This design comes from an exercise in tuning for small area and a short achievable clock period on the open sky130 flow, not from production work.

==> flow/design.v (excerpt) <==
module top_level(f1,f2,p,in_1,in_2,out,clk,clk2);
input [7:0]in_1, in_2;
input clk;
input clk2;
input [15:0]p;   
input [15:0]f1,f2;  
output [15:0]out;
wire       nz1_d, nz2_d;
wire [2:0] k1_d, k2_d;
wire [6:0] xf1_d, xf2_d;
convert cv1 (.int8(in_1), .nz(nz1_d), .k(k1_d), .xf(xf1_d));
convert cv2 (.int8(in_2), .nz(nz2_d), .k(k2_d), .xf(xf2_d));
reg        nz1, nz2, s1, s2;
reg  [4:0] e1, e2;
reg  [6:0] xf1, xf2;
reg  [9:0] bm1, bm2;
reg  [12:0] t31, t32;    
always @(posedge clk) begin
  t31 <= {2'b00, 1'b1, f1[9:0]} + {1'b0, 1'b1, f1[9:0], 1'b0};
  t32 <= {2'b00, 1'b1, f2[9:0]} + {1'b0, 1'b1, f2[9:0], 1'b0};
  nz1 <= nz1_d;  nz2 <= nz2_d;
  e1  <= f1[14:10] + {2'b00, k1_d};
  e2  <= f2[14:10] + {2'b00, k2_d};
  xf1 <= xf1_d;  xf2 <= xf2_d;
  s1  <= f1[15]; s2  <= f2[15];
  bm1 <= f1[9:0]; bm2 <= f2[9:0];
end
wire [18:7] P1_d, P2_d;
mult mu1 (.xf(xf1), .bm(bm1), .B3(t31), .P(P1_d));
mult mu2 (.xf(xf2), .bm(bm2), .B3(t32), .P(P2_d));
wire [15:0] m1_d, m2_d;
  ...
Size: ~2300 cells after synthesis, roughly 190 flip-flops, roughly 82 I/O pins.
==> module sadd_front, before the edit <==
module sadd_front(A, B, R, Le, Ls, bz);
input  [15:0] A, B;
output [14:0] R;
output [4:0]  Le;
output        Ls;
output        bz;
wire ge;
compare_adder #(.W(15)) u_c (.A(A[14:0]), .B(B[14:0]), .ge(ge));
wire [5:0] d_ab;
wire [4:0] d_ba;
adder #(.W(6)) u_ab (.A({1'b0, A[14:10]}), .B(~{1'b0, B[14:10]}), .ci(1'b1), .S(d_ab));
adder #(.W(5)) u_ba (.A(B[14:10]), .B(~A[14:10]), .ci(1'b1), .S(d_ba));
wire        gE  = ~d_ab[5];                     
wire        eqE = (A[14:10] == B[14:10]);
wire [9:0]  Xm  = gE ? B[9:0] : A[9:0];
wire [4:0]  sh  = gE ? d_ab[4:0] : d_ba;
wire [13:0] MX  = {1'b1, Xm, 3'b000} >> sh;
wire [15:0] L   = ge ? A : B;
wire [13:0] MS  = (eqE & ~ge) ? {1'b1, A[9:0], 3'b000} : MX;
wire        op  = A[15] ^ B[15];
main_adder u_add (.ML({1'b1, L[9:0], 3'b000}), .MS(MS), .op(op), .R(R));
assign Le = L[14:10];
assign Ls = L[15];
assign bz = (A == 16'h0000) & (B == 16'h0000);
endmodule
export LEC_CHECK = 0
export ABC_AREA = 1
export CAP_MARGIN = 20
export CORE_MARGIN = 2
export CORE_UTILIZATION = 65
export PLACE_DENSITY = 0.75
export SLEW_MARGIN = 20
create_clock -name core_clock -period 13.5 [get_ports {clk}]
standard.sh (not shown) runs the stock make flow with config.mk's settings and CLKGATE_MAP_FILE= SYNTH_SCRIPT=/design/flow/synth_recipe.tcl, a recipe that flattens the netlist after the stock synthesis.
==> flow/flow/run.sh <==
#!/bin/bash
set -euo pipefail
bash standard.sh synth > synth.log 2>&1
bash standard.sh SETUP_SLACK_MARGIN=9 TNS_END_PERCENT=0 "BUFFER_PORTS_ARGS=-buffer_cell sky130_fd_sc_hd__buf_2" finish > layout.log 2>&1
==> next run, changes <==
--- a/flow/design.v
+++ b/flow/design.v
@@ -299,16 +299,12 @@
 wire ge;
 compare_adder #(.W(15)) u_c (.A(A[14:0]), .B(B[14:0]), .ge(ge));
-wire [5:0] d_ab;
-wire [4:0] d_ba;
-adder #(.W(6)) u_ab (.A({1'b0, A[14:10]}), .B(~{1'b0, B[14:10]}), .ci(1'b1), .S(d_ab));
+wire [4:0] d_ab, d_ba;
+adder #(.W(5)) u_ab (.A(A[14:10]), .B(~B[14:10]), .ci(1'b1), .S(d_ab));
 adder #(.W(5)) u_ba (.A(B[14:10]), .B(~A[14:10]), .ci(1'b1), .S(d_ba));
-wire        gE  = ~d_ab[5];                     
-wire        eqE = (A[14:10] == B[14:10]);
-wire [9:0]  Xm  = gE ? B[9:0] : A[9:0];
-wire [4:0]  sh  = gE ? d_ab[4:0] : d_ba;
-wire [13:0] MX  = {1'b1, Xm, 3'b000} >> sh;
-wire [15:0] L   = ge ? A : B;
-wire [13:0] MS  = (eqE & ~ge) ? {1'b1, A[9:0], 3'b000} : MX;
-wire        op  = A[15] ^ B[15];
+wire [13:0] MSa = {1'b1, B[9:0], 3'b000} >> d_ab;
+wire [13:0] MSb = {1'b1, A[9:0], 3'b000} >> d_ba;
+wire [15:0] L  = ge ? A : B;
+wire [13:0] MS = ge ? MSa : MSb;
+wire        op = A[15] ^ B[15];
 main_adder u_add (.ML({1'b1, L[9:0], 3'b000}), .MS(MS), .op(op), .R(R));
 assign Le = L[14:10];
Die area rises by a few percent. Critical path depth falls by 17. Routed wire length falls slightly. Synthesized area rises by a few percent. Via count rises slightly. Setup slack is worse by 0.10 ns. Design area rises slightly. Worst hold slack is worse by 0.011 ns. Register-to-register slack is worse by 0.03 ns. Non-clock buffer count falls by 3. Sequential cell count is unchanged.
No functional check of the RTL was part of any run of this note.

==> port drivers added, routing unchanged <==
How much do the figures lean on ideal ports? The routed layouts below were timed once more, with nothing changed but the port constraints.
Step 1 assumes that a clkbuf_16 drives the clock port and a buf_2 every other input.
Step 2 times the ports against the registers' clock, not the clock port: input delays grow and output delays shrink by t, the midpoint of the rising clock arrivals with the driver on.
Slacks: ideal / step 1 / step 2; pairs: ideal / step 1.
| run | t (ns) | setup WS [ns] | worst setup path after step 2 | slew at the worst register clock pin (ns) | cell pins on the clock port's net |
|---|---|---|---|---|---|
| the first run | 0.493 | 8.984 / 8.959 / 8.739 | input to register | 0.08 / 0.08 | 1 |
| the second run | 0.491 | 8.881 / 8.826 / 8.599 | input to register | 0.08 / 0.08 | 1 |
After both steps every run listed still meets setup and hold. For the second run, which loses most, drivers alone change the setup slack by -0.055 ns; drivers and shift together by -0.282 ns.
